Context: an optimization exercise on an open-source flow, tuned for small area. The choices shown serve that exercise and are no tape-out recipe. Only simulation tests tie the RTL to the original design; equivalence was not proved. No activity file was given, so power comes from the tool's default toggle rates.

==> flow/design.v (outline; a module is shown in full before it is edited, if it fits) <==
// module mult_add: 594 lines
// module rmux: 3 lines
// module bpp: 3 lines
// module fa: 4 lines
// module fa1: 4 lines
// module or2: 3 lines
// module ha: 4 lines
// module xo: 3 lines
// module xn: 3 lines
// module MAC: 41 lines
module MAC(
input clk,
input rst,
input [16 - 1 : 0] mac_en, 
input [16 * 16 - 1 : 0] img,
input [16 / 8 * 16 - 1 : 0] ker,
input [16 * 28 - 1 : 0] partial_output, 
output [16 * 33 - 1 : 0] result, 
output reg result_vld,
output partial_output_prepare
    );
  // ...
==> flow/flow/run.sh <==
#!/bin/bash
# The standard layout (the standard.sh: standard synthesis, floorplan,
# placement, CTS, routing), with the ports buffered by the smallest buffer
# instead of the one buffer_ports picks on its own.
set -euo pipefail
export BUFFER_PORTS_ARGS="-buffer_cell sky130_fd_sc_hd__buf_1"
bash standard.sh synth > synth.log 2>&1
bash standard.sh finish > finish.log 2>&1
==> flow/standard.sh <==
#!/bin/bash
# synth_recipe.tcl (not shown) runs the flow's synth.tcl, then flattens the netlist and writes it again
# the make line also repeats each setting of config.mk as NAME=value (left out here)
make -C /OpenROAD-flow-scripts/flow DESIGN_CONFIG=/design/flow/config.mk WORK_HOME=/design/flow/orfs CLKGATE_MAP_FILE= SYNTH_SCRIPT=/design/flow/synth_recipe.tcl "${@:-finish}"
==> flow/config.mk <==
export PLATFORM = sky130hd
export DESIGN_NAME = MAC
export DESIGN_NICKNAME = MAC
export VERILOG_FILES = /design/flow/design.v
export SDC_FILE = /design/flow/constraint.sdc
export NUM_CORES = 4
export LEC_CHECK = 0
export ABC_CLOCK_PERIOD_IN_PS = 8500
export CAP_MARGIN = 20
export CORE_MARGIN = 2
export CORE_UTILIZATION = 55
export CTS_CLUSTER_DIAMETER = 70
export CTS_CLUSTER_SIZE = 25
export PLACE_DENSITY = 0.7
export SLEW_MARGIN = 20
export SYNTH_HIERARCHICAL = 1
export SYNTH_MINIMUM_KEEP_SIZE = 0
==> flow/constraint.sdc <==
create_clock -name core_clock -period 8.5 [get_ports {clk}]
set_input_delay 1.7000 -clock core_clock [delete_from_list [all_inputs] [get_ports {clk}]]
set_output_delay 1.7000 -clock core_clock [all_outputs]
set_load 0.01 [all_outputs]
==> summary.md, run 1 <==
| Metric | Value |
|---|---|
| Ys flop type | `dfxtp_1` |
| GPL Wtd Cong | `0.998` |
| Final sequential cell count | `1073` |
| GR Util met2 | `0.606` |
| M3 GR Usage | `0.107` |
| Final min period | `7.82 ns` |
| P per Cell Area | `328 nW/um^2` |
| Bufs w/o clock | `1569` |
| Initial antenna violation count | `150` |
| Synth area leader | `fa_1` |
| Clock Sinks | `1073` |
| Multi-In Gates | `9712` |
| Design area | `138000 um^2` |
| Total track usage | `0.395` |
| Worst vdd ir | `0.363 mV` |
| CP Buf/Inv Count | `0` |
| Largest power group | `combinational cells` |
| Register area | `21500 um^2` |
| Largest regs | `mult_add.u_mult_add.P (528), mult_add.u_mult_add.a_r (256), mult_add.u_mult_add.b_r (256)` |
| Die Ht | `477 um` |
| Worst setup EP type | `flop` |
| R2r endpoint | `mult_add[10].u_mult_add.P[26]` |
| Metal-1 WL | `170000 um` |
| Most frequent cell after synthesis | `xnor2_1` |
| Syn_area_per_cell | `11.0 um^2` |
| Status | `no timing/DRC/antenna violations` |
| Multi-input logic area | `101000 um^2` |
| Power Sequential | `7160 uW` |
| Post-Syn Nets | `14400` |
| Worst hold margin | `0.447 ns` |
| Synth Area in Simple Gates | `0.0349` |
| Setup_tns | `0 ns` |
| Vias in the first global route | `107000` |
| Most common cell after layout, fill and taps aside | `xnor2_1` |
| CP delay by family, top | `adder cells` |
| Proportion of layout cells with a drive suffix above 1 | `0.0529` |
| Post-CTS resize count | `0` |
| Largest net degree at the start of global routing | `66` |
| Mapped Cells | `11100` |
| Post-synth cell types | `30` |
| Hold Fails Final Rpt | `0` |
==> run 2: changes to the inputs <==
--- a/flow/design.v
+++ b/flow/design.v
@@ -15,8 +15,6 @@
 wire [15 : 0] a_d, b_d;
 wire [32 : 0] p_d;
-wire one0 = b_r[0] ^ 1'b0;
-wire two0 = (b_r[1] & ~b_r[0] & ~1'b0) | (~b_r[1] & b_r[0] & 1'b0);
-wire none0 = ~one0;
-wire ntwo0 = ~two0;
+wire none0 = ~b_r[0];
+wire ntwo0 = ~((b_r[1] & ~b_r[0] & ~1'b0) | (~b_r[1] & b_r[0] & 1'b0));
 wire ng0 = b_r[1] & ~(b_r[0] & 1'b0);
 wire nx0_0; xn u_x0_0 (.a(a_r[0]), .b(ng0), .y(nx0_0));
@@ -36,5 +34,5 @@
 wire nx0_14; xn u_x0_14 (.a(a_r[14]), .b(ng0), .y(nx0_14));
 wire nx0_15; xn u_x0_15 (.a(a_r[15]), .b(ng0), .y(nx0_15));
-wire pp0_0 = (one0 & ~nx0_0) | (two0 & ng0);
+wire pp0_0 = ~((none0 | nx0_0) & (ntwo0 | ~ng0));
 wire pp0_1; bpp u_pp0_1 (.na(none0), .nb(ntwo0), .xa(nx0_1), .xb(nx0_0), .pp(pp0_1));
 wire pp0_2; bpp u_pp0_2 (.na(none0), .nb(ntwo0), .xa(nx0_2), .xb(nx0_1), .pp(pp0_2));
@@ -52,9 +50,7 @@
 wire pp0_14; bpp u_pp0_14 (.na(none0), .nb(ntwo0), .xa(nx0_14), .xb(nx0_13), .pp(pp0_14));
 wire pp0_15; bpp u_pp0_15 (.na(none0), .nb(ntwo0), .xa(nx0_15), .xb(nx0_14), .pp(pp0_15));
-wire pp0_16 = ~((one0 | two0) & ~nx0_15);
-wire one1 = b_r[2] ^ b_r[1];
-wire two1 = (b_r[3] & ~b_r[2] & ~b_r[1]) | (~b_r[3] & b_r[2] & b_r[1]);
-wire none1 = ~one1;
-wire ntwo1 = ~two1;
+wire pp0_16 = (none0 & ntwo0) | nx0_15;
+wire none1; xn u_none1 (.a(b_r[2]), .b(b_r[1]), .y(none1));
+wire ntwo1 = ~((b_r[3] & ~b_r[2] & ~b_r[1]) | (~b_r[3] & b_r[2] & b_r[1]));
 wire ng1 = b_r[3] & ~(b_r[2] & b_r[1]);
 wire nx1_0; xn u_x1_0 (.a(a_r[0]), .b(ng1), .y(nx1_0));
@@ -74,5 +70,5 @@
 wire nx1_14; xn u_x1_14 (.a(a_r[14]), .b(ng1), .y(nx1_14));
 wire nx1_15; xn u_x1_15 (.a(a_r[15]), .b(ng1), .y(nx1_15));
-wire pp1_0 = (one1 & ~nx1_0) | (two1 & ng1);
+wire pp1_0 = ~((none1 | nx1_0) & (ntwo1 | ~ng1));
 wire pp1_1; bpp u_pp1_1 (.na(none1), .nb(ntwo1), .xa(nx1_1), .xb(nx1_0), .pp(pp1_1));
 wire pp1_2; bpp u_pp1_2 (.na(none1), .nb(ntwo1), .xa(nx1_2), .xb(nx1_1), .pp(pp1_2));
@@ -90,9 +86,7 @@
 wire pp1_14; bpp u_pp1_14 (.na(none1), .nb(ntwo1), .xa(nx1_14), .xb(nx1_13), .pp(pp1_14));
 wire pp1_15; bpp u_pp1_15 (.na(none1), .nb(ntwo1), .xa(nx1_15), .xb(nx1_14), .pp(pp1_15));
-wire pp1_16 = ~((one1 | two1) & ~nx1_15);
-wire one2 = b_r[4] ^ b_r[3];
-wire two2 = (b_r[5] & ~b_r[4] & ~b_r[3]) | (~b_r[5] & b_r[4] & b_r[3]);
-wire none2 = ~one2;
-wire ntwo2 = ~two2;
+wire pp1_16 = (none1 & ntwo1) | nx1_15;
+wire none2; xn u_none2 (.a(b_r[4]), .b(b_r[3]), .y(none2));
+wire ntwo2 = ~((b_r[5] & ~b_r[4] & ~b_r[3]) | (~b_r[5] & b_r[4] & b_r[3]));
 wire ng2 = b_r[5] & ~(b_r[4] & b_r[3]);
 wire nx2_0; xn u_x2_0 (.a(a_r[0]), .b(ng2), .y(nx2_0));
@@ -112,5 +106,5 @@
 wire nx2_14; xn u_x2_14 (.a(a_r[14]), .b(ng2), .y(nx2_14));
 wire nx2_15; xn u_x2_15 (.a(a_r[15]), .b(ng2), .y(nx2_15));
-wire pp2_0 = (one2 & ~nx2_0) | (two2 & ng2);
+wire pp2_0 = ~((none2 | nx2_0) & (ntwo2 | ~ng2));
 wire pp2_1; bpp u_pp2_1 (.na(none2), .nb(ntwo2), .xa(nx2_1), .xb(nx2_0), .pp(pp2_1));
 wire pp2_2; bpp u_pp2_2 (.na(none2), .nb(ntwo2), .xa(nx2_2), .xb(nx2_1), .pp(pp2_2));
@@ -128,9 +122,7 @@
 wire pp2_14; bpp u_pp2_14 (.na(none2), .nb(ntwo2), .xa(nx2_14), .xb(nx2_13), .pp(pp2_14));
 wire pp2_15; bpp u_pp2_15 (.na(none2), .nb(ntwo2), .xa(nx2_15), .xb(nx2_14), .pp(pp2_15));
-wire pp2_16 = ~((one2 | two2) & ~nx2_15);
-wire one3 = b_r[6] ^ b_r[5];
-wire two3 = (b_r[7] & ~b_r[6] & ~b_r[5]) | (~b_r[7] & b_r[6] & b_r[5]);
-wire none3 = ~one3;
-wire ntwo3 = ~two3;
+wire pp2_16 = (none2 & ntwo2) | nx2_15;
+wire none3; xn u_none3 (.a(b_r[6]), .b(b_r[5]), .y(none3));
+wire ntwo3 = ~((b_r[7] & ~b_r[6] & ~b_r[5]) | (~b_r[7] & b_r[6] & b_r[5]));
 wire ng3 = b_r[7] & ~(b_r[6] & b_r[5]);
 wire nx3_0; xn u_x3_0 (.a(a_r[0]), .b(ng3), .y(nx3_0));
@@ -150,5 +142,5 @@
 wire nx3_14; xn u_x3_14 (.a(a_r[14]), .b(ng3), .y(nx3_14));
 wire nx3_15; xn u_x3_15 (.a(a_r[15]), .b(ng3), .y(nx3_15));
-wire pp3_0 = (one3 & ~nx3_0) | (two3 & ng3);
+wire pp3_0 = ~((none3 | nx3_0) & (ntwo3 | ~ng3));
 wire pp3_1; bpp u_pp3_1 (.na(none3), .nb(ntwo3), .xa(nx3_1), .xb(nx3_0), .pp(pp3_1));
 wire pp3_2; bpp u_pp3_2 (.na(none3), .nb(ntwo3), .xa(nx3_2), .xb(nx3_1), .pp(pp3_2));
@@ -166,9 +158,7 @@
 wire pp3_14; bpp u_pp3_14 (.na(none3), .nb(ntwo3), .xa(nx3_14), .xb(nx3_13), .pp(pp3_14));
 wire pp3_15; bpp u_pp3_15 (.na(none3), .nb(ntwo3), .xa(nx3_15), .xb(nx3_14), .pp(pp3_15));
-wire pp3_16 = ~((one3 | two3) & ~nx3_15);
-wire one4 = b_r[8] ^ b_r[7];
-wire two4 = (b_r[9] & ~b_r[8] & ~b_r[7]) | (~b_r[9] & b_r[8] & b_r[7]);
-wire none4 = ~one4;
-wire ntwo4 = ~two4;
+wire pp3_16 = (none3 & ntwo3) | nx3_15;
+wire none4; xn u_none4 (.a(b_r[8]), .b(b_r[7]), .y(none4));
+wire ntwo4 = ~((b_r[9] & ~b_r[8] & ~b_r[7]) | (~b_r[9] & b_r[8] & b_r[7]));
 wire ng4 = b_r[9] & ~(b_r[8] & b_r[7]);
 wire nx4_0; xn u_x4_0 (.a(a_r[0]), .b(ng4), .y(nx4_0));
@@ -188,5 +178,5 @@
 wire nx4_14; xn u_x4_14 (.a(a_r[14]), .b(ng4), .y(nx4_14));
 wire nx4_15; xn u_x4_15 (.a(a_r[15]), .b(ng4), .y(nx4_15));
-wire pp4_0 = (one4 & ~nx4_0) | (two4 & ng4);
+wire pp4_0 = ~((none4 | nx4_0) & (ntwo4 | ~ng4));
 wire pp4_1; bpp u_pp4_1 (.na(none4), .nb(ntwo4), .xa(nx4_1), .xb(nx4_0), .pp(pp4_1));
 wire pp4_2; bpp u_pp4_2 (.na(none4), .nb(ntwo4), .xa(nx4_2), .xb(nx4_1), .pp(pp4_2));
@@ -204,9 +194,7 @@
 wire pp4_14; bpp u_pp4_14 (.na(none4), .nb(ntwo4), .xa(nx4_14), .xb(nx4_13), .pp(pp4_14));
 wire pp4_15; bpp u_pp4_15 (.na(none4), .nb(ntwo4), .xa(nx4_15), .xb(nx4_14), .pp(pp4_15));
-wire pp4_16 = ~((one4 | two4) & ~nx4_15);
-wire one5 = b_r[10] ^ b_r[9];
-wire two5 = (b_r[11] & ~b_r[10] & ~b_r[9]) | (~b_r[11] & b_r[10] & b_r[9]);
-wire none5 = ~one5;
-wire ntwo5 = ~two5;
+wire pp4_16 = (none4 & ntwo4) | nx4_15;
+wire none5; xn u_none5 (.a(b_r[10]), .b(b_r[9]), .y(none5));
+wire ntwo5 = ~((b_r[11] & ~b_r[10] & ~b_r[9]) | (~b_r[11] & b_r[10] & b_r[9]));
 wire ng5 = b_r[11] & ~(b_r[10] & b_r[9]);
 wire nx5_0; xn u_x5_0 (.a(a_r[0]), .b(ng5), .y(nx5_0));
@@ -226,5 +214,5 @@
 wire nx5_14; xn u_x5_14 (.a(a_r[14]), .b(ng5), .y(nx5_14));
 wire nx5_15; xn u_x5_15 (.a(a_r[15]), .b(ng5), .y(nx5_15));
-wire pp5_0 = (one5 & ~nx5_0) | (two5 & ng5);
+wire pp5_0 = ~((none5 | nx5_0) & (ntwo5 | ~ng5));
 wire pp5_1; bpp u_pp5_1 (.na(none5), .nb(ntwo5), .xa(nx5_1), .xb(nx5_0), .pp(pp5_1));
 wire pp5_2; bpp u_pp5_2 (.na(none5), .nb(ntwo5), .xa(nx5_2), .xb(nx5_1), .pp(pp5_2));
@@ -242,9 +230,7 @@
 wire pp5_14; bpp u_pp5_14 (.na(none5), .nb(ntwo5), .xa(nx5_14), .xb(nx5_13), .pp(pp5_14));
 wire pp5_15; bpp u_pp5_15 (.na(none5), .nb(ntwo5), .xa(nx5_15), .xb(nx5_14), .pp(pp5_15));
-wire pp5_16 = ~((one5 | two5) & ~nx5_15);
-wire one6 = b_r[12] ^ b_r[11];
-wire two6 = (b_r[13] & ~b_r[12] & ~b_r[11]) | (~b_r[13] & b_r[12] & b_r[11]);
-wire none6 = ~one6;
-wire ntwo6 = ~two6;
+wire pp5_16 = (none5 & ntwo5) | nx5_15;
+wire none6; xn u_none6 (.a(b_r[12]), .b(b_r[11]), .y(none6));
+wire ntwo6 = ~((b_r[13] & ~b_r[12] & ~b_r[11]) | (~b_r[13] & b_r[12] & b_r[11]));
 wire ng6 = b_r[13] & ~(b_r[12] & b_r[11]);
 wire nx6_0; xn u_x6_0 (.a(a_r[0]), .b(ng6), .y(nx6_0));
@@ -264,5 +250,5 @@
 wire nx6_14; xn u_x6_14 (.a(a_r[14]), .b(ng6), .y(nx6_14));
 wire nx6_15; xn u_x6_15 (.a(a_r[15]), .b(ng6), .y(nx6_15));
-wire pp6_0 = (one6 & ~nx6_0) | (two6 & ng6);
+wire pp6_0 = ~((none6 | nx6_0) & (ntwo6 | ~ng6));
 wire pp6_1; bpp u_pp6_1 (.na(none6), .nb(ntwo6), .xa(nx6_1), .xb(nx6_0), .pp(pp6_1));
 wire pp6_2; bpp u_pp6_2 (.na(none6), .nb(ntwo6), .xa(nx6_2), .xb(nx6_1), .pp(pp6_2));
@@ -280,9 +266,7 @@
 wire pp6_14; bpp u_pp6_14 (.na(none6), .nb(ntwo6), .xa(nx6_14), .xb(nx6_13), .pp(pp6_14));
 wire pp6_15; bpp u_pp6_15 (.na(none6), .nb(ntwo6), .xa(nx6_15), .xb(nx6_14), .pp(pp6_15));
-wire pp6_16 = ~((one6 | two6) & ~nx6_15);
-wire one7 = b_r[14] ^ b_r[13];
-wire two7 = (b_r[15] & ~b_r[14] & ~b_r[13]) | (~b_r[15] & b_r[14] & b_r[13]);
-wire none7 = ~one7;
-wire ntwo7 = ~two7;
+wire pp6_16 = (none6 & ntwo6) | nx6_15;
+wire none7; xn u_none7 (.a(b_r[14]), .b(b_r[13]), .y(none7));
+wire ntwo7 = ~((b_r[15] & ~b_r[14] & ~b_r[13]) | (~b_r[15] & b_r[14] & b_r[13]));
 wire ng7 = b_r[15] & ~(b_r[14] & b_r[13]);
 wire nx7_0; xn u_x7_0 (.a(a_r[0]), .b(ng7), .y(nx7_0));
@@ -302,5 +286,5 @@
 wire nx7_14; xn u_x7_14 (.a(a_r[14]), .b(ng7), .y(nx7_14));
 wire nx7_15; xn u_x7_15 (.a(a_r[15]), .b(ng7), .y(nx7_15));
-wire pp7_0 = (one7 & ~nx7_0) | (two7 & ng7);
+wire pp7_0 = ~((none7 | nx7_0) & (ntwo7 | ~ng7));
 wire pp7_1; bpp u_pp7_1 (.na(none7), .nb(ntwo7), .xa(nx7_1), .xb(nx7_0), .pp(pp7_1));
 wire pp7_2; bpp u_pp7_2 (.na(none7), .nb(ntwo7), .xa(nx7_2), .xb(nx7_1), .pp(pp7_2));
@@ -318,5 +302,5 @@
 wire pp7_14; bpp u_pp7_14 (.na(none7), .nb(ntwo7), .xa(nx7_14), .xb(nx7_13), .pp(pp7_14));
 wire pp7_15; bpp u_pp7_15 (.na(none7), .nb(ntwo7), .xa(nx7_15), .xb(nx7_14), .pp(pp7_15));
-wire pp7_16 = ~((one7 | two7) & ~nx7_15);
+wire pp7_16 = (none7 & ntwo7) | nx7_15;
 wire c27n = ~C[27];
 wire s1, c2; fa u_s1 (.a(C[0]), .b(ng0), .ci(pp0_0), .s(s1), .co(c2));
--- a/flow/config.mk
+++ b/flow/config.mk
@@ -9,8 +9,8 @@
 export CAP_MARGIN = 20
 export CORE_MARGIN = 2
-export CORE_UTILIZATION = 55
+export CORE_UTILIZATION = 65
 export CTS_CLUSTER_DIAMETER = 70
 export CTS_CLUSTER_SIZE = 25
-export PLACE_DENSITY = 0.7
+export PLACE_DENSITY = 0.8
 export SLEW_MARGIN = 20
 export SYNTH_HIERARCHICAL = 1
==> run 2 against run 1 <==
Non-clock buffer count shrank 8. Largest power group unchanged. Cell count decreased by 3.8%. Count of clock-buffer cells in the layout is 10 lower. Sequential share of layout area is 0.29 points higher. Highest routed layer unchanged. Die area decreased by 16%. Wire length shrank 0.60%. Sequential power up 3.4%. Clock power fell by 4.9%. Power is 1.4% higher. Via count grew 2.0%.
==> summary.md, run 2 <==
| Metric | Value |
|---|---|
| Total track usage | `0.467 (was 0.395)` |
| Worst vdd ir | `0.506 mV (was 0.363 mV)` |
| Lkg Pwr | `0.0512 uW (was 0.0528 uW)` |
| Post-synthesis async set-or-reset flop share | `0 (unchanged)` |
| Biggest register | `mult_add.u_mult_add.P (unchanged)` |
| Crit path from | `partial_output[56] (was mult_add[10].u_mult_add.b_r[1])` |
| Syn_area_per_cell | `11.0 um^2 (about the same)` |
| Via count | `107000 (was 105000)` |
| IO Port Bufs | `1283 (unchanged)` |
| Total congestion overflow | `0 (unchanged)` |
| Vias in the first global route | `108000 (was 107000)` |
| Area of the core | `186000 um^2 (was 222000 um^2)` |
| Setup WS pre-CTS | `0.0411 ns (was 0.0755 ns)` |
| Unrepaired setup endpoints after global routing | `false (unchanged)` |
| FF-to-FF Start | `mult_add[10].u_mult_add.b_r[1] (unchanged)` |
| Worst-Skew Late Latency | `0.82 ns (was 0.80 ns)` |
| Main combinational cell family by area after synthesis | `adder cells (unchanged)` |
| DRT Wirelength | `453000 um (was 455000 um)` |
| Via/cell ratio | `6.95 (was 6.56)` |
| Initial drt markers | `12100 (was 10000)` |
| Mux cell area share after synthesis | `0 (unchanged)` |
| # IOs | `1284 (unchanged)` |
| Layout Nets | `15900 (was 16100)` |
| Ys flop type | `dfxtp_1 (unchanged)` |
| Post-synth top cells | `xnor2_1, fa_1, o22ai_1 (unchanged)` |
| Synth Area in XOR/XNOR | `0.184 (was 0.175)` |
| Startpoint type of the worst setup path | `input pin (was flop)` |
| R2r endpoint | `mult_add[10].u_mult_add.P[26] (unchanged)` |
| Max-slew violations | `0 (unchanged)` |
| Number of synthesized register bits | `1073 (unchanged)` |
| Most frequent cell after synthesis | `xnor2_1 (unchanged)` |
| Post-Syn Nets | `14200 (was 14400)` |
| Worst Hold Class | `reg -> reg (unchanged)` |
| R2R depth | `20 (unchanged)` |
| Antenna-violating nets left | `0 (unchanged)` |
| Clock tree buffer depth | `3 (unchanged)` |
| Reg-to-reg setup timing slack | `0.67 ns (was 0.68 ns)` |
| HPWL after DPL | `358000 um (was 368000 um)` |
| Fin crit share | `0.922 (was 0.920)` |
| Adder-cell share of the synthesized area | `0.371 (was 0.378)` |
| Clock Sinks | `1073 (unchanged)` |
| GPL Wtd Cong | `1.03 (was 0.998)` |
| Layout Area Growth over Synthesis | `11.6% (was 12.6%)` |
| DIE AREA | `191000 um^2 (was 227000 um^2)` |
| Htree depth | `3 (unchanged)` |
| Largest net degree at the start of global routing | `66 (unchanged)` |
| P per Cell Area | `339 nW/um^2 (was 328 nW/um^2)` |
| Final setup violating endpoints | `0 (unchanged)` |
| TritonRoute pass-1 iters | `7 (was 9)` |
| Post-synth cell types | `28 (was 30)` |
| Root buf cell | `clkbuf_16 (unchanged)` |
| Initial antenna violation count | `147 (was 150)` |
| Hold Fails Final Rpt | `0 (unchanged)` |
| Mapped cell area | `122000 um^2 (was 123000 um^2)` |
| Critical path start-end classification | `in -> reg (was reg -> reg)` |
| First-pass GRT wire length | `675000 um (was 683000 um)` |
| DRC viols | `0 (unchanged)` |
| Ranking of synthesized cells by area | `fa_1, dfxtp_1, xnor2_1, o22ai_1, a22o_1 (unchanged)` |
| Worst Path Max Fanout | `5 (was 17)` |
| PnR worst setup slack | `0.662 ns (was 0.681 ns)` |
| Synth area leader | `fa_1 (unchanged)` |
| Crit path to | `mult_add[2].u_mult_add.P[27] (was mult_add[10].u_mult_add.P[26])` |
| Setup_tns | `0 ns (unchanged)` |
| Final min period | `7.84 ns (was 7.82 ns)` |
| Mapped Cells | `11000 (was 11100)` |
| Most common cell after layout, fill and taps aside | `xnor2_1 (unchanged)` |
| Clock skew | `0.0560 ns (was 0.0439 ns)` |
| CTS buffer count | `94 (was 98)` |
| FP Rows | `158 (was 173)` |
| Layout Cells excl Fill | `15300 (was 15900)` |
| Synth Area in Compound Gates | `0.227 (about the same)` |
| Placed instance count | `15000 (was 15700)` |
| Layout Utilization | `0.732 (was 0.623)` |
| Die Ht | `437 um (was 477 um)` |
| Worst setup EP type | `flop (unchanged)` |
| Post-CTS resize count | `0 (unchanged)` |
| Max Fclk | `128 MHz (about the same)` |
| Max FFs per register | `528 (unchanged)` |
| Largest regs | `mult_add.u_mult_add.P (528), mult_add.u_mult_add.a_r (256), mult_add.u_mult_add.b_r (256) (unchanged)` |
| Yosys top cell area share | `0.321 (was 0.318)` |
| Initial Utilization | `0.655 (was 0.553)` |
| Proportion of layout cells with a drive suffix above 1 | `0.0440 (was 0.0529)` |
| Most frequent cells in the layout | `xnor2_1, fa_1, o22ai_1, buf_1, dfxtp_1 (unchanged)` |
| Synth Warn # | `9 (unchanged)` |
| Crit path arrival time | `8.50 ns (was 8.47 ns)` |
| Max capacitance violation total | `0 (unchanged)` |
| Post-synth EDFFs | `0 (unchanged)` |
| CTS tree | `built (unchanged)` |
| Seq/Total Area, Yosys | `0.177 (was 0.175)` |
| Hold_buf cts | `0 (unchanged)` |
| Worst slew margin | `0.170 (was 0.231)` |
| Drt wl/cell | `29.5 um (was 28.6 um)` |
| Die width | `437 um (was 477 um)` |
| Setup bufs post-CTS | `0 (unchanged)` |
| Status | `no timing/DRC/antenna violations (unchanged)` |
| Synth Area in Simple Gates | `0.0380 (was 0.0349)` |
| Data required time of the worst path | `9.16 ns (about the same)` |
| Clock-pin slew on the worst setup and hold paths | `0.10 ns (was 0.08 ns)` |
| Worst-Margin Slew | `1.24 ns (was 1.15 ns)` |
==> run 2: cell count changes in the layout (fill, tap and decap cells not counted), moves of 81 or more <==
cell     delta
inv_1     -224
o32ai_1   -112
xnor2_1   +108
ha_1      -112
nor2_2     -81
nand2_1   +176
o21ai_0   +112
nor2_1    +111
and2_1    +109
==> run 2: modules after synthesis (local to each module, per instance), excerpt <==
| module | cells inside | area, um^2 |
|---|---|---|
| or2 | 1 | 6.26 |
| MAC | 84 | 983 |
| bpp | 1 | 6.26 |
| ha | 1 | 12.5 |
| fa | 1 | 20.0 |
| xo | 1 | 8.76 |
==> run 2: worst max-delay path, cell delays in order <==
cell and delay [ns]:
buf_1 0.17, fa_1 0.46, fa_1 0.38, fa_1 0.40
fa_1 0.54, fa_1 0.45, fa_1 0.40, fa_1 0.42
fa_1 0.41, fa_1 0.40, fa_1 0.42, fa_1 0.38
ha_1 0.23, a21o_1 0.23, a22o_1 0.26, a41o_4 0.34
a21oi_1 0.36, o21bai_1 0.16, xor2_1 0.18, a22o_1 0.20
==> run 2: layout make-up <==
type,instances,area (um^2)
Timing Repair Buffer,1561,6920
Sequential cell,1073,21500
Antenna cell,119,298
Inverter,112,420
Tap cell,2480,3100
Clock inverter,79,1190
Multi-Input combinational cell,9824,100000
Fill cell,13500,49800
Clock buffer,98,2400
==> run 2: routing by layer <==
metal	GRT usage	wire [um]	share of wire
met2	0.689	196000	0.43
met1	0.565	157000	0.35
met5	0	408	0.00090
met4	0.392	46500	0.10
met3	0.138	53000	0.12
==> run 2: worst min-delay path by stage <==
| stage | startpoint | to | slack (ns) | cells past startpoint |
|---|---|---|---|---|
| 2_1_floorplan | mac_en_d[0][1] | result_vld | 0.39 | 0 |
| 3_3_place_gp | mac_en_d[2][0] | mac_en_d[2][1] | 0.42 | 1 |
| 3_5_place_dp | mac_en_d[3][0] | mac_en_d[3][1] | 0.42 | 1 |
| 4_1_cts | mac_en_d[3][0] | mac_en_d[3][1] | 0.45 | 1 |
| 5_1_grt | mac_en_d[15][0] | mac_en_d[15][1] | 0.46 | 1 |
| 6_report | mac_en_d[15][0] | mac_en_d[15][1] | 0.44 | 1 |
==> run 2: cells by family (layout without fill, tap and decap cells) <==
logic type	Yosys count	in the layout
adders and majority gates	2432	2432
buffers and inverters	115	1850
and+or+nand+nor	976	976
DFF	1073	1073
other	0	119
AOI/OAI and AO/OA	3856	3856
xor gates and xnor gates	2560	2560
==> run 2: through the flow <==
stage	power (uW)	hold slack, ns	instance area, um^2
after floorplan	31300	0.389	122000
after global placement	38700	0.416	132000
after detailed placement	40100	0.424	132000
after CTS	45400	0.449	135000
after global routing	49500	0.463	136000
final	46000	0.444	136000
==> run 2: where the power goes <==
part           switching [uW]  internal, uW
combinational           18800         14800
sequential               1290          6110
clock                    2660          2380
==> run 3: changes to the inputs <==
--- a/flow/config.mk
+++ b/flow/config.mk
@@ -10,6 +10,6 @@
 export CORE_MARGIN = 2
 export CORE_UTILIZATION = 65
-export CTS_CLUSTER_DIAMETER = 70
-export CTS_CLUSTER_SIZE = 25
+export CTS_CLUSTER_DIAMETER = 85
+export CTS_CLUSTER_SIZE = 30
 export PLACE_DENSITY = 0.8
 export SLEW_MARGIN = 20
==> run 3 against run 2 <==
Clock power shrank about 10%. Highest routed layer unchanged. Power shrank 1.1%. Critical path depth is the same. Still clean. First-iteration DRC count grew 1.6%. Design area shrank 0.36%.
==> summary.md, run 3 <==
| Metric | Value |
|---|---|
| Status | `no timing/DRC/antenna violations (unchanged)` |
| Switching power | `22600 uW (was 22700 uW)` |
| Largest net degree at the start of global routing | `66 (unchanged)` |
| Root buf cell | `clkbuf_16 (unchanged)` |
| Layout Nets | `15800 (was 15900)` |
| Drt wl/cell | `29.5 um (about the same)` |
| DRC viols | `0 (unchanged)` |
| Mapped cell area | `122000 um^2 (unchanged)` |
| Worst hold margin | `0.426 ns (was 0.444 ns)` |
| Reg-to-reg setup timing slack | `0.71 ns (was 0.67 ns)` |
| Data required time of the worst path | `9.15 ns (was 9.16 ns)` |
| FP Rows | `158 (unchanged)` |
| Worst-Margin Slew | `1.20 ns (was 1.24 ns)` |
| Clock Sinks | `1073 (unchanged)` |
| Switching share of power | `0.496 (was 0.494)` |
| Worst-Skew Late Latency | `0.79 ns (was 0.82 ns)` |
| Critical Path Most Common Cell | `fa_1 (unchanged)` |
| Die width | `437 um (unchanged)` |
| Clock skew | `0.0371 ns (was 0.0560 ns)` |
| Final setup violating endpoints | `0 (unchanged)` |
| Post-synthesis async set-or-reset flop share | `0 (unchanged)` |
| Lkg Pwr | `0.0509 uW (was 0.0512 uW)` |
| Most frequent cells in the layout | `xnor2_1, fa_1, o22ai_1, buf_1, dfxtp_1 (unchanged)` |
| Vias in the first global route | `108000 (about the same)` |
| Seq pwr share | `0.163 (was 0.161)` |
| Internal power | `22900 uW (was 23300 uW)` |
| Post-synth top cells | `xnor2_1, fa_1, o22ai_1 (unchanged)` |
| Yosys top cell area share | `0.321 (unchanged)` |
| Total congestion overflow | `0 (unchanged)` |
| Most frequent cell after synthesis | `xnor2_1 (unchanged)` |
| Worst Path Max Fanout | `5 (unchanged)` |
| Post-Syn Nets | `14200 (unchanged)` |
| Hold Fails Final Rpt | `0 (unchanged)` |
| TritonRoute pass-1 iters | `6 (was 7)` |
| Layout Area Growth over Synthesis | `11.2% (was 11.6%)` |
| Most common cell after layout, fill and taps aside | `xnor2_1 (unchanged)` |
| Initial drt markers | `12300 (was 12100)` |
| R2r endpoint | `mult_add[10].u_mult_add.P[26] (unchanged)` |
| Worst slew margin | `0.198 (was 0.170)` |
| IO Port Bufs | `1283 (unchanged)` |
| R2R depth | `20 (unchanged)` |
| Final min period | `7.85 ns (was 7.84 ns)` |
| Worst Hold Class | `reg -> reg (unchanged)` |
| Startpoint type of the worst setup path | `input pin (unchanged)` |
| Max-slew violations | `0 (unchanged)` |
| Critical path start-end classification | `in -> reg (unchanged)` |
| Setup bufs post-CTS | `0 (unchanged)` |
| Crit path arrival time | `8.50 ns (about the same)` |
| Syn_area_per_cell | `11.0 um^2 (unchanged)` |
| Synth Warn # | `9 (unchanged)` |
| Crit-path slowest cell | `fa_1 (unchanged)` |
| Slowest stage delay, CP | `0.54 ns (about the same)` |
| Post-synth EDFFs | `0 (unchanged)` |
| Mapped Cells | `11000 (unchanged)` |
| Ranking of synthesized cells by area | `fa_1, dfxtp_1, xnor2_1, o22ai_1, a22o_1 (unchanged)` |
| Combinational power share | `0.738 (was 0.730)` |
| First-pass GRT wire length | `674000 um (was 675000 um)` |
| Antenna-violating nets left | `0 (unchanged)` |
| Clock tree buffer depth | `3 (unchanged)` |
| P per Cell Area | `336 nW/um^2 (was 339 nW/um^2)` |
| HPWL after DPL | `358000 um (unchanged)` |
| DIE AREA | `191000 um^2 (unchanged)` |
| GPL Wtd Cong | `1.03 (unchanged)` |
| Area of the core | `186000 um^2 (unchanged)` |
| Via/cell ratio | `6.94 (was 6.95)` |
| Hold_buf cts | `0 (unchanged)` |
| Via count | `106000 (was 107000)` |
| Fin crit share | `0.924 (was 0.922)` |
| Initial Utilization | `0.655 (unchanged)` |
| Synth area leader | `fa_1 (unchanged)` |
| Crit path to | `mult_add[2].u_mult_add.P[27] (unchanged)` |
| Biggest register | `mult_add.u_mult_add.P (unchanged)` |
| Post-CTS resize count | `0 (unchanged)` |
| Crit path from | `partial_output[56] (unchanged)` |
| Max FFs per register | `528 (unchanged)` |
| Register area | `21500 um^2 (unchanged)` |
| DRT Wirelength | `453000 um (about the same)` |
| Seq/Total Area, Yosys | `0.177 (unchanged)` |
| Total track usage | `0.467 (about the same)` |
| Largest regs | `mult_add.u_mult_add.P (528), mult_add.u_mult_add.a_r (256), mult_add.u_mult_add.b_r (256) (unchanged)` |
| Initial antenna violation count | `151 (was 147)` |
| Worst vdd ir | `0.510 mV (was 0.506 mV)` |
| Unrepaired setup endpoints after global routing | `false (unchanged)` |
| Setup_tns | `0 ns (unchanged)` |
| Clock power frac | `0.099 (was 0.109)` |
| Max capacitance violation total | `0 (unchanged)` |
| Ys flop type | `dfxtp_1 (unchanged)` |
| Fillers | `13600 (was 13500)` |
| Die Ht | `437 um (unchanged)` |
| FF-to-FF Start | `mult_add[10].u_mult_add.b_r[1] (unchanged)` |
| Multi-input logic area | `100000 um^2 (about the same)` |
| CTS tree | `built (unchanged)` |
| # IOs | `1284 (unchanged)` |
| Crit-path cells | `buf_1 -> fa_1 -> fa_1 -> fa_1 -> fa_1 -> fa_1 -> fa_1 -> fa_1 -> fa_1 -> fa_1 -> fa_1 -> fa_1 -> ha_1 -> a21o_1 -> a22o_1 -> a41o_4 -> a21oi_1 -> o21bai_1 -> xor2_1 -> a22o_1 (unchanged)` |
| Proportion of layout cells with a drive suffix above 1 | `0.0412 (was 0.0440)` |
| Htree depth | `3 (unchanged)` |
| Max Fclk | `127 MHz (was 128 MHz)` |
| CTS buffer count | `75 (was 94)` |
| Number of synthesized register bits | `1073 (unchanged)` |
| Clock-pin slew on the worst setup and hold paths | `0.12 ns (was 0.10 ns)` |
| Post-synth cell types | `28 (unchanged)` |
| Worst setup EP type | `flop (unchanged)` |
| Total power | `45500 uW (was 46000 uW)` |
## run 3: cell types whose count changed in the layout (fill, tap and decap cells not counted), sizes merged
cell      previous run  this run
clkinv              22        21
clkinvlp             2         1
buf               1557      1556
clkbuf             102        85
inv                165       146
diode              119       132
bufinv               2         1
## run 3: cell type report
type,instances,share of cell area
inverter,112,0.00311
clock inverter,57,0.00792
tap,2480,0.0229
timing repair buffer,1561,0.0512
clock buffer,80,0.0147
antenna,132,0.00244
sequential,1073,0.159
multi-input combinational,9824,0.739
## run 3: worst min-delay path by stage
| stage | end | depth (start not counted) | slack, ns | from |
|---|---|---|---|---|
| detailed placement | mac_en_d[3][1] | 1 | 0.42 | mac_en_d[3][0] |
| floorplan | result_vld | 0 | 0.39 | mac_en_d[0][1] |
| finish | mac_en_d[10][1] | 1 | 0.43 | mac_en_d[10][0] |
| CTS | mac_en_d[10][1] | 1 | 0.44 | mac_en_d[10][0] |
| global route | mac_en_d[10][1] | 1 | 0.44 | mac_en_d[10][0] |
| global placement | mac_en_d[2][1] | 1 | 0.42 | mac_en_d[2][0] |
## run 3: worst max-delay path, delay by kind of cell
kind	cells	cell delay [ns]
AO/OA/AOI/OAI	6	1.55
XOR/XNOR	1	0.18
adder cells (fa/ha/maj)	12	4.87
buffers and inverters	1	0.18
## run 3: cells by family (layout without fill, tap and decap cells)
kind of cell / count (synthesis) / count (layout) / share of synthesized area
buf+inv: 115 / 1810 / 0.00364
xor+xnor: 2560 / 2560 / 0.184
simple gates: 976 / 976 / 0.0380
compound gates: 3856 / 3856 / 0.227
other cells: 0 / 132 / 0
fa+ha+maj: 2432 / 2432 / 0.371
flops: 1073 / 1073 / 0.177
## run 3: power by group through the flow
stage | sequential [uW] | clock, uW | combinational, uW
after floorplan | 7310 | 0 | 24000
after global placement | 7390 | 0 | 31300
after detailed placement | 7400 | 0 | 32700
after CTS | 7310 | 4540 | 33000
after global routing | 7450 | 4710 | 36800
final | 7400 | 4520 | 33600
## run 3: Yosys stat by module (local to each module, per instance), excerpt
module,times used,area (um^2),flops+latches
mult_add,16,1960,65
ha,480,12.5,0
or2,96,6.26,0
xo,304,8.76,0
fa,1952,20.0,0
rmux,1040,8.76,0
MAC,1,983,33
bpp,1920,6.26,0
xn,2256,8.76,0
## run 3: stage by stage
stage | std cells | util | worst slack [ns] | area [um^2]
after floorplan | 11000 | - | 0.797 | 122000
after global placement | 15000 | 0.710 | 0.152 | 132000
after detailed placement | 15000 | 0.710 | 0.0411 | 132000
after CTS | 15200 | 0.727 | 0.775 | 135000
after global routing | 15300 | 0.728 | 0.395 | 135000
final | 15300 | 0.729 | 0.649 | 135000
## run 3: per-layer routing
| metal | GRT usage | vias up | wire (um) |
|---|---|---|---|
| met2 | 0.689 | 7398 | 195000 |
| met4 | 0.392 | 46 | 47700 |
| met5 | 0 | - | 299 |
| met1 | 0.566 | 52700 | 157000 |
| li1 | - | 44500 | - |
| met3 | 0.133 | 1763 | 52000 |
==> run 4: changes to the inputs <==
--- a/flow/config.mk
+++ b/flow/config.mk
@@ -10,5 +10,5 @@
 export CORE_MARGIN = 2
 export CORE_UTILIZATION = 65
-export CTS_CLUSTER_DIAMETER = 85
+export CTS_CLUSTER_DIAMETER = 80
 export CTS_CLUSTER_SIZE = 30
 export PLACE_DENSITY = 0.8
==> run 4 against run 3 <==
Still clean on timing, DRC and antenna. Combinational power is essentially flat. Synthesized cell count is the same. Register-to-register slack is essentially flat. Cell count is essentially flat. Power shrank 0.15%. Critical path type is now reg -> reg. Critical endpoint is now mult_add[10].u_mult_add.P[26].
==> summary.md, run 4 <==
| Metric | Value |
|---|---|
| HPWL after DPL | `358000 um (unchanged)` |
| Fillers | `13600 (about the same)` |
| First-pass GRT wire length | `674000 um (about the same)` |
| Initial antenna violation count | `144 (was 151)` |
| Antenna-violating nets left | `0 (unchanged)` |
| FP Rows | `158 (unchanged)` |
| Critical Path Most Common Cell | `fa_1 (unchanged)` |
| Startpoint type of the worst setup path | `flop (was input pin)` |
| Clock-pin slew on the worst setup and hold paths | `0.11 ns (was 0.12 ns)` |
| GPL Wtd Cong | `1.03 (unchanged)` |
| Layout Nets | `15800 (about the same)` |
| Hold Fails Final Rpt | `0 (unchanged)` |
| Status | `no timing/DRC/antenna violations (unchanged)` |
| Htree depth | `3 (unchanged)` |
| Placed instance count | `15000 (unchanged)` |
| Unrepaired setup endpoints after global routing | `false (unchanged)` |
| DRC viols | `0 (unchanged)` |
| Layout Cells excl Fill | `15300 (about the same)` |
| Via/cell ratio | `6.97 (was 6.94)` |
| Initial drt markers | `12300 (about the same)` |
| Biggest register | `mult_add.u_mult_add.P (unchanged)` |
| Most frequent cell after synthesis | `xnor2_1 (unchanged)` |
| Mux cell area share after synthesis | `0 (unchanged)` |
| Worst vdd ir | `0.519 mV (was 0.510 mV)` |
| Final setup violating endpoints | `0 (unchanged)` |
| Multi-input logic area | `100000 um^2 (about the same)` |
| Worst-Skew Late Latency | `0.81 ns (was 0.79 ns)` |
| Worst setup EP type | `flop (unchanged)` |
| Die width | `437 um (unchanged)` |
| Mapped Cells | `11000 (unchanged)` |
| Post-Syn Nets | `14200 (unchanged)` |
| Area of the core | `186000 um^2 (unchanged)` |
| Initial Utilization | `0.655 (unchanged)` |
| CTS tree | `built (unchanged)` |
| Post-synth EDFFs | `0 (unchanged)` |
| DRT Wirelength | `453000 um (about the same)` |
| Most frequent cells in the layout | `xnor2_1, fa_1, o22ai_1, buf_1, dfxtp_1 (unchanged)` |
| Ranking of synthesized cells by area | `fa_1, dfxtp_1, xnor2_1, o22ai_1, a22o_1 (unchanged)` |
| Main combinational cell family by area after synthesis | `adder cells (unchanged)` |
| Crit-path slowest cell | `and2_1 (was fa_1)` |
| Ys flop type | `dfxtp_1 (unchanged)` |
| M3 GR Usage | `0.141 (was 0.133)` |
| Data required time of the worst path | `9.19 ns (was 9.15 ns)` |
| Adder-cell share of the synthesized area | `0.371 (unchanged)` |
| Total power | `45500 uW (about the same)` |
| Synth Area in Simple Gates | `0.0380 (unchanged)` |
| DIE AREA | `191000 um^2 (unchanged)` |
| Syn_area_per_cell | `11.0 um^2 (unchanged)` |
| Total congestion overflow | `0 (unchanged)` |
| Crit-path cells | `nand2_1 -> and2_1 -> fa_1 -> fa_1 -> fa_1 -> fa_1 -> fa_1 -> fa_1 -> fa_1 -> fa_1 -> fa_1 -> fa_1 -> ha_1 -> a21o_1 -> a22o_1 -> a41o_4 -> a21oi_1 -> o21ai_1 -> xor2_1 -> a22o_1 (was buf_1 -> fa_1 -> fa_1 -> fa_1 -> fa_1 -> fa_1 -> fa_1 -> fa_1 -> fa_1 -> fa_1 -> fa_1 -> fa_1 -> ha_1 -> a21o_1 -> a22o_1 -> a41o_4 -> a21oi_1 -> o21bai_1 -> xor2_1 -> a22o_1)` |
| Slowest stage delay, CP | `0.80 ns (was 0.54 ns)` |
| Max-slew violations | `0 (unchanged)` |
| GR Util met2 | `0.691 (was 0.689)` |
| Hold_buf cts | `0 (unchanged)` |
| Most common cell after layout, fill and taps aside | `xnor2_1 (unchanged)` |
| Largest net degree at the start of global routing | `66 (unchanged)` |
| Die Ht | `437 um (unchanged)` |
| Clock skew | `0.0515 ns (was 0.0371 ns)` |
| GR Util met1 | `0.562 (was 0.566)` |
| Setup bufs post-CTS | `0 (unchanged)` |
| Critical path start-end classification | `reg -> reg (was in -> reg)` |
| Crit path arrival time | `8.49 ns (was 8.50 ns)` |
| Synth Area in Compound Gates | `0.227 (unchanged)` |
| Root buf cell | `clkbuf_16 (unchanged)` |
| Grt peak-use layer | `met2 (unchanged)` |
| Max Fclk | `128 MHz (was 127 MHz)` |
| Fin crit share | `0.917 (was 0.924)` |
| Post-CTS resize count | `0 (unchanged)` |
| IO Port Bufs | `1283 (unchanged)` |
| Via count | `107000 (was 106000)` |
| TritonRoute pass-1 iters | `9 (was 6)` |
| Drt wl/cell | `29.6 um (was 29.5 um)` |
| Clock Sinks | `1073 (unchanged)` |
| Max capacitance violation total | `0 (unchanged)` |
| Post-synth cell types | `28 (unchanged)` |
| Clock tree buffer depth | `3 (unchanged)` |
| Worst Hold Class | `reg -> reg (unchanged)` |
| Lkg Pwr | `0.0509 uW (about the same)` |
| Synth Warn # | `9 (unchanged)` |
| Worst Path Max Fanout | `17 (was 5)` |
| Yosys top cell area share | `0.321 (unchanged)` |
| Number of synthesized register bits | `1073 (unchanged)` |
| Largest regs | `mult_add.u_mult_add.P (528), mult_add.u_mult_add.a_r (256), mult_add.u_mult_add.b_r (256) (unchanged)` |
| Synth Area in XOR/XNOR | `0.184 (unchanged)` |
| Worst slew margin | `0.136 (was 0.198)` |
| Max FFs per register | `528 (unchanged)` |
| # IOs | `1284 (unchanged)` |
| CTS buffer count | `78 (was 75)` |
| Proportion of layout cells with a drive suffix above 1 | `0.0418 (was 0.0412)` |
| P per Cell Area | `336 nW/um^2 (about the same)` |
| Setup_tns | `0 ns (unchanged)` |
| Worst-Margin Slew | `1.30 ns (was 1.20 ns)` |
| Seq/Total Area, Yosys | `0.177 (unchanged)` |
| Final min period | `7.80 ns (was 7.85 ns)` |
| Post-synth top cells | `xnor2_1, fa_1, o22ai_1 (unchanged)` |
| Register area | `21500 um^2 (unchanged)` |
| Synth area leader | `fa_1 (unchanged)` |
| Vias in the first global route | `108000 (about the same)` |
| Mapped cell area | `122000 um^2 (unchanged)` |
| Total track usage | `0.467 (about the same)` |
| Post-synthesis async set-or-reset flop share | `0 (unchanged)` |
| Layout Area Growth over Synthesis | `11.2% (about the same)` |
## run 4: final timing paths
path,slack (ns),start,cells after the start,end
hold / removal,0.44,mac_en_d[10][0],1,mac_en_d[10][1]
setup reg to reg,0.70,mult_add[10].u_mult_add.b_r[1],20,mult_add[10].u_mult_add.P[26]
hold reg to reg,0.44,mac_en_d[10][0],1,mac_en_d[10][1]
setup / recovery,0.70,mult_add[10].u_mult_add.b_r[1],20,mult_add[10].u_mult_add.P[26]
## run 4: cell families after synthesis
family	after synthesis
xor gates and xnor gates	2560
and+or+nand+nor	976
buffers and inverters	115
DFF	1073
AOI/OAI and AO/OA	3856
adders and majority gates	2432
## run 4: area by class of cell
type | count | share of cell area
Antenna cell | 120 | 0.00222
Clock buffer | 84 | 0.0152
Clock inverter | 59 | 0.00678
Inverter | 112 | 0.00311
Multi-Input combinational cell | 9824 | 0.740
Sequential cell | 1073 | 0.159
Tap cell | 2480 | 0.0229
Timing Repair Buffer | 1562 | 0.0513
## run 4: through the flow
stage / worst slack, ns / hold slack [ns] / utilization / instance area [um^2]
floorplan: 0.797 / 0.389 / - / 122000
global placement: 0.152 / 0.416 / 0.710 / 132000
detailed placement: 0.0411 / 0.424 / 0.710 / 132000
CTS: 0.750 / 0.443 / 0.727 / 135000
global route: 0.342 / 0.452 / 0.728 / 135000
finish: 0.702 / 0.443 / 0.728 / 135000
## run 4: report_power, final
group | switching (uW) | total [uW] | internal, uW | leakage [uW]
logic | 18800 | 33600 | 14800 | 0.0406
registers | 1290 | 7390 | 6110 | 0.00887
clock network | 2460 | 4420 | 1970 | 0.00141
## run 4: per-module statistics from Yosys (local to each module, per instance), excerpt
module | cells inside | flip-flops and latches | cell area (um^2) | times used
MAC | 84 | 33 | 983 | 1
bpp | 1 | 0 | 6.26 | 1920
fa | 1 | 0 | 20.0 | 1952
ha | 1 | 0 | 12.5 | 480
mult_add | 180 | 65 | 1960 | 16
or2 | 1 | 0 | 6.26 | 96
rmux | 1 | 0 | 8.76 | 1040
xn | 1 | 0 | 8.76 | 2256
xo | 1 | 0 | 8.76 | 304
## run 4: routing by layer
layer | vias up | share of wire
li1 | 44500 | -
met2 | 7448 | 0.43
met5 | - | 0.00095
met3 | 1779 | 0.12
met1 | 52900 | 0.34
met4 | 62 | 0.10
## run 4: worst max-delay path, delay by kind of cell (launching register included)
kind                     cells  cell delay (ns)
AND/OR/NAND/NOR              2             0.97
XOR/XNOR                     1             0.20
AO/OA/AOI/OAI                6             1.57
flip-flops                   1             0.54
adder cells (fa/ha/maj)     11             4.41
==> run 5: changes to the inputs <==
--- a/flow/config.mk
+++ b/flow/config.mk
@@ -9,8 +9,8 @@
 export CAP_MARGIN = 20
 export CORE_MARGIN = 2
-export CORE_UTILIZATION = 65
-export CTS_CLUSTER_DIAMETER = 80
+export CORE_UTILIZATION = 70
+export CTS_CLUSTER_DIAMETER = 85
 export CTS_CLUSTER_SIZE = 30
-export PLACE_DENSITY = 0.8
+export PLACE_DENSITY = 0.84
 export SLEW_MARGIN = 20
 export SYNTH_HIERARCHICAL = 1
==> run 5 against run 4 <==
Still clean. Sequential cell count stayed put. First-iteration DRC count is 19% higher. Utilization is 5.3 points higher.
==> summary.md, run 5 <==
| Metric | Value |
|---|---|
| Status | `no timing/DRC/antenna violations (unchanged)` |
| Fin crit share | `0.949 (was 0.917)` |
| Ys flop type | `dfxtp_1 (unchanged)` |
| TritonRoute pass-1 iters | `8 (was 9)` |
| Reg-to-reg setup timing slack | `0.43 ns (was 0.70 ns)` |
| Clock-pin slew on the worst setup and hold paths | `0.10 ns (was 0.11 ns)` |
| Setup_tns | `0 ns (unchanged)` |
| Worst-Margin Slew | `1.39 ns (was 1.30 ns)` |
| Post-synth cell types | `28 (unchanged)` |
| P per Cell Area | `341 nW/um^2 (was 336 nW/um^2)` |
| Unrepaired setup endpoints after global routing | `false (unchanged)` |
| Yosys top cell area share | `0.321 (unchanged)` |
| Initial Utilization | `0.707 (was 0.655)` |
| Number of synthesized register bits | `1073 (unchanged)` |
| CTS buffer count | `69 (was 78)` |
| Switching power | `23000 uW (was 22600 uW)` |
| Post-synthesis async set-or-reset flop share | `0 (unchanged)` |
| Htree depth | `3 (unchanged)` |
| Layout Area Growth over Synthesis | `10.6% (was 11.2%)` |
| Synth area leader | `fa_1 (unchanged)` |
| Critical path start-end classification | `reg -> reg (unchanged)` |
| R2r endpoint | `mult_add[5].u_mult_add.P[29] (was mult_add[10].u_mult_add.P[26])` |
| Internal power | `22800 uW (was 22900 uW)` |
| Post-Syn Nets | `14200 (unchanged)` |
| FP Rows | `152 (was 158)` |
| Mapped Cells | `11000 (unchanged)` |
| Proportion of layout cells with a drive suffix above 1 | `0.0391 (was 0.0418)` |
| Initial antenna violation count | `148 (was 144)` |
| DRC viols | `0 (unchanged)` |
| Die width | `421 um (was 437 um)` |
| Mapped cell area | `122000 um^2 (unchanged)` |
| Hold_buf cts | `0 (unchanged)` |
| Via/cell ratio | `7.27 (was 6.97)` |
| GPL Wtd Cong | `1.08 (was 1.03)` |
| Post-CTS resize count | `0 (unchanged)` |
| Switching share of power | `0.503 (was 0.496)` |
| Largest net degree at the start of global routing | `66 (unchanged)` |
| Worst slew margin | `0.0756 (was 0.136)` |
| Layout Cells excl Fill | `15100 (was 15300)` |
| FF-to-FF Start | `mult_add[5].u_mult_add.b_r[1] (was mult_add[10].u_mult_add.b_r[1])` |
| Max Fclk | `124 MHz (was 128 MHz)` |
| Total power | `45800 uW (was 45500 uW)` |
| Seq/Total Area, Yosys | `0.177 (unchanged)` |
| Total track usage | `0.511 (was 0.467)` |
| Worst vdd ir | `0.464 mV (was 0.519 mV)` |
| Clock Sinks | `1073 (unchanged)` |
| Startpoint type of the worst setup path | `flop (unchanged)` |
| Worst hold margin | `0.390 ns (was 0.443 ns)` |
| Area of the core | `172000 um^2 (was 186000 um^2)` |
| Min-delay src | `mac_en_d[0][1] (was mac_en_d[10][0])` |
| Crit path arrival time | `8.73 ns (was 8.49 ns)` |
| Post-synth top cells | `xnor2_1, fa_1, o22ai_1 (unchanged)` |
| Seq pwr share | `0.160 (was 0.163)` |
| Clock skew | `0.0401 ns (was 0.0515 ns)` |
| Dpl cell area | `132000 um^2 (about the same)` |
| Most common cell after layout, fill and taps aside | `xnor2_1 (unchanged)` |
| Largest regs | `mult_add.u_mult_add.P (528), mult_add.u_mult_add.a_r (256), mult_add.u_mult_add.b_r (256) (unchanged)` |
| IO Port Bufs | `1283 (unchanged)` |
| DRT Wirelength | `461000 um (was 453000 um)` |
| Data required time of the worst path | `9.16 ns (was 9.19 ns)` |
| DIE AREA | `177000 um^2 (was 191000 um^2)` |
| Drt wl/cell | `30.5 um (was 29.6 um)` |
| Combinational power share | `0.750 (was 0.740)` |
| Via count | `110000 (was 107000)` |
| Clock power frac | `0.090 (was 0.097)` |
| Antenna-violating nets left | `0 (unchanged)` |
| Worst Hold Class | `reg -> reg (unchanged)` |
| CTS tree | `built (unchanged)` |
| Worst-Skew Late Latency | `0.77 ns (was 0.81 ns)` |
| Die Ht | `421 um (was 437 um)` |
| Biggest register | `mult_add.u_mult_add.P (unchanged)` |
| Most frequent cells in the layout | `xnor2_1, fa_1, o22ai_1, buf_1, dfxtp_1 (unchanged)` |
| Hold endpoint | `result_vld (was mac_en_d[10][1])` |
| Lkg Pwr | `0.0507 uW (was 0.0509 uW)` |
| Final setup violating endpoints | `0 (unchanged)` |
| Ranking of synthesized cells by area | `fa_1, dfxtp_1, xnor2_1, o22ai_1, a22o_1 (unchanged)` |
| Clock tree buffer depth | `3 (unchanged)` |
| HPWL after DPL | `359000 um (was 358000 um)` |
| Worst Path Max Fanout | `17 (unchanged)` |
| Final min period | `8.07 ns (was 7.80 ns)` |
| Initial drt markers | `14600 (was 12300)` |
| Total congestion overflow | `0 (unchanged)` |
| Setup bufs post-CTS | `0 (unchanged)` |
| Design area | `135000 um^2 (about the same)` |
| Post-synth EDFFs | `0 (unchanged)` |
| R2R depth | `21 (was 20)` |
| Syn_area_per_cell | `11.0 um^2 (unchanged)` |
| Max capacitance violation total | `0 (unchanged)` |
| # IOs | `1284 (unchanged)` |
| Placed instance count | `14900 (was 15000)` |
| Hold Crit Depth | `0 (was 1)` |
| Hold Fails Final Rpt | `0 (unchanged)` |
| Max-slew violations | `0 (unchanged)` |
| Synth Warn # | `9 (unchanged)` |
| Root buf cell | `clkbuf_16 (unchanged)` |
| Max FFs per register | `528 (unchanged)` |
| Worst setup EP type | `flop (unchanged)` |
| First-pass GRT wire length | `681000 um (was 674000 um)` |
| Vias in the first global route | `110000 (was 108000)` |
| Layout Nets | `15800 (about the same)` |
| Most frequent cell after synthesis | `xnor2_1 (unchanged)` |
run 5: worst max-delay path: stages (launching register included):
cell       delay (ns)
dfxtp_1          0.64
buf_4            0.39
nand2_1          0.43
o22ai_1          0.35
fa_1             0.49
fa_1             0.42
fa_1             0.40
fa_1             0.39
fa_1             0.41
fa_1             0.45
fa_1             0.43
fa_1             0.41
fa_1             0.39
fa_1             0.39
ha_1             0.24
a21o_1           0.22
a22o_1           0.27
a41o_4           0.35
a2111oi_4        0.35
o21bai_1         0.14
xor2_1           0.18
a22o_1           0.22
run 5: power by group through the flow:
stage / Clock (uW) / Sequential, uW / Combinational (uW)
after detailed placement: 0 / 7330 / 33000
after global routing: 4280 / 7370 / 37200
final: 4120 / 7330 / 34400
after floorplan: 0 / 7310 / 24000
after CTS: 4110 / 7240 / 33500
after global placement: 0 / 7310 / 31100
run 5: routing by layer:
| metal | up-vias | wire [um] | global-route usage | part of all wire |
|---|---|---|---|---|
| met1 | 53500 | 150000 | 0.598 | 0.33 |
| met4 | 78 | 51200 | 0.445 | 0.11 |
| met5 | - | 698 | 0.0131 | 0.0015 |
| li1 | 44500 | - | - | - |
| met2 | 9157 | 197000 | 0.752 | 0.43 |
| met3 | 2509 | 62300 | 0.172 | 0.14 |
run 5: worst max-delay path by stage:
stage / start / to
final: mult_add[5].u_mult_add.b_r[1] / mult_add[5].u_mult_add.P[29]
after global routing: mult_add[5].u_mult_add.b_r[1] / mult_add[5].u_mult_add.P[26]
after CTS: mult_add[5].u_mult_add.b_r[1] / mult_add[5].u_mult_add.P[29]
after detailed placement: partial_output[112] / mult_add[4].u_mult_add.P[26]
after global placement: partial_output[196] / mult_add[7].u_mult_add.P[27]
after floorplan: partial_output[280] / mult_add[10].u_mult_add.P[22]
run 5: Yosys stat by module, one instance, submodules excluded, excerpt:
module	cell area, um^2	times used	flip-flops and latches
xn	8.76	2256	0
bpp	6.26	1920	0
rmux	8.76	1040	0
MAC	983	1	33
or2	6.26	96	0
xo	8.76	304	0
ha	12.5	480	0
mult_add	1960	16	65
fa	20.0	1952	0
run 5: cells by family (layout without fill, tap and decap cells):
logic type      after synthesis  after routing  share of synthesized area
compound gates             3856           3856                      0.227
xor+xnor                   2560           2560                      0.184
fa+ha+maj                  2432           2432                      0.371
flops                      1073           1073                      0.177
simple gates                976            976                     0.0380
buf+inv                     115           1774                    0.00364
other cells                   0            120                          0
run 5: area by class of cell:
class,instances,area (um^2)
Multi-Input combinational cell,9824,100000
Fill cell,11200,37600
Sequential cell,1073,21500
Timing Repair Buffer,1539,6770
Tap cell,2310,2890
Clock buffer,73,1800
Clock inverter,50,858
Inverter,112,420
Antenna cell,120,300
run 5: metrics by stage:
stage | utilization | worst slack (ns)
final | 0.782 | 0.430
after floorplan | - | 0.797
after global routing | 0.781 | 0.334
after CTS | 0.780 | 0.700
after detailed placement | 0.764 | 0.0767
after global placement | 0.764 | 0.170

## afterwards: timing with drivers on the ports
No port has a modelled driver above. Below, the same layouts with a new extraction and two added sets of constraints. Step 1 assumes that a clkbuf_16 drives the clock port and a buf_2 every other input. Step 2, shift: input delay + t, output delay - t, t = (earliest + latest rising clock arrival at the registers) / 2. This alone moves slack from input paths to output paths. Three values: no drivers, after step 1, after step 2; two values: the first two.
| run | t, ns | slack for setup (ns) | hold slack, ns | clock arrival spread, ns | cell pins on the clock port's net |
|---|---|---|---|---|---|
| run 1 | 0.884 | 0.681 / 0.681 / 0.000 | 0.447 / 0.447 / 0.447 | 0.058 / 0.058 | 1 |
| run 2 | 0.893 | 0.662 / 0.667 / -0.156 | 0.444 / 0.444 / 0.444 | 0.072 / 0.073 | 1 |
| run 3 | 0.874 | 0.649 / 0.709 / -0.151 | 0.426 / 0.426 / 0.426 | 0.046 / 0.046 | 1 |
| run 4 | 0.889 | 0.702 / 0.702 / -0.066 | 0.443 / 0.443 / 0.443 | 0.055 / 0.056 | 1 |
| run 5 | 0.851 | 0.430 / 0.430 / -0.137 | 0.390 / 0.390 / 0.390 | 0.054 / 0.054 | 1 |
With both steps, setup timing fails in run 2, run 3, run 4 and run 5, where it was met with ideal ports. For run 2, which loses most, drivers alone change the setup slack by +0.005 ns; drivers and shift together by -0.818 ns.
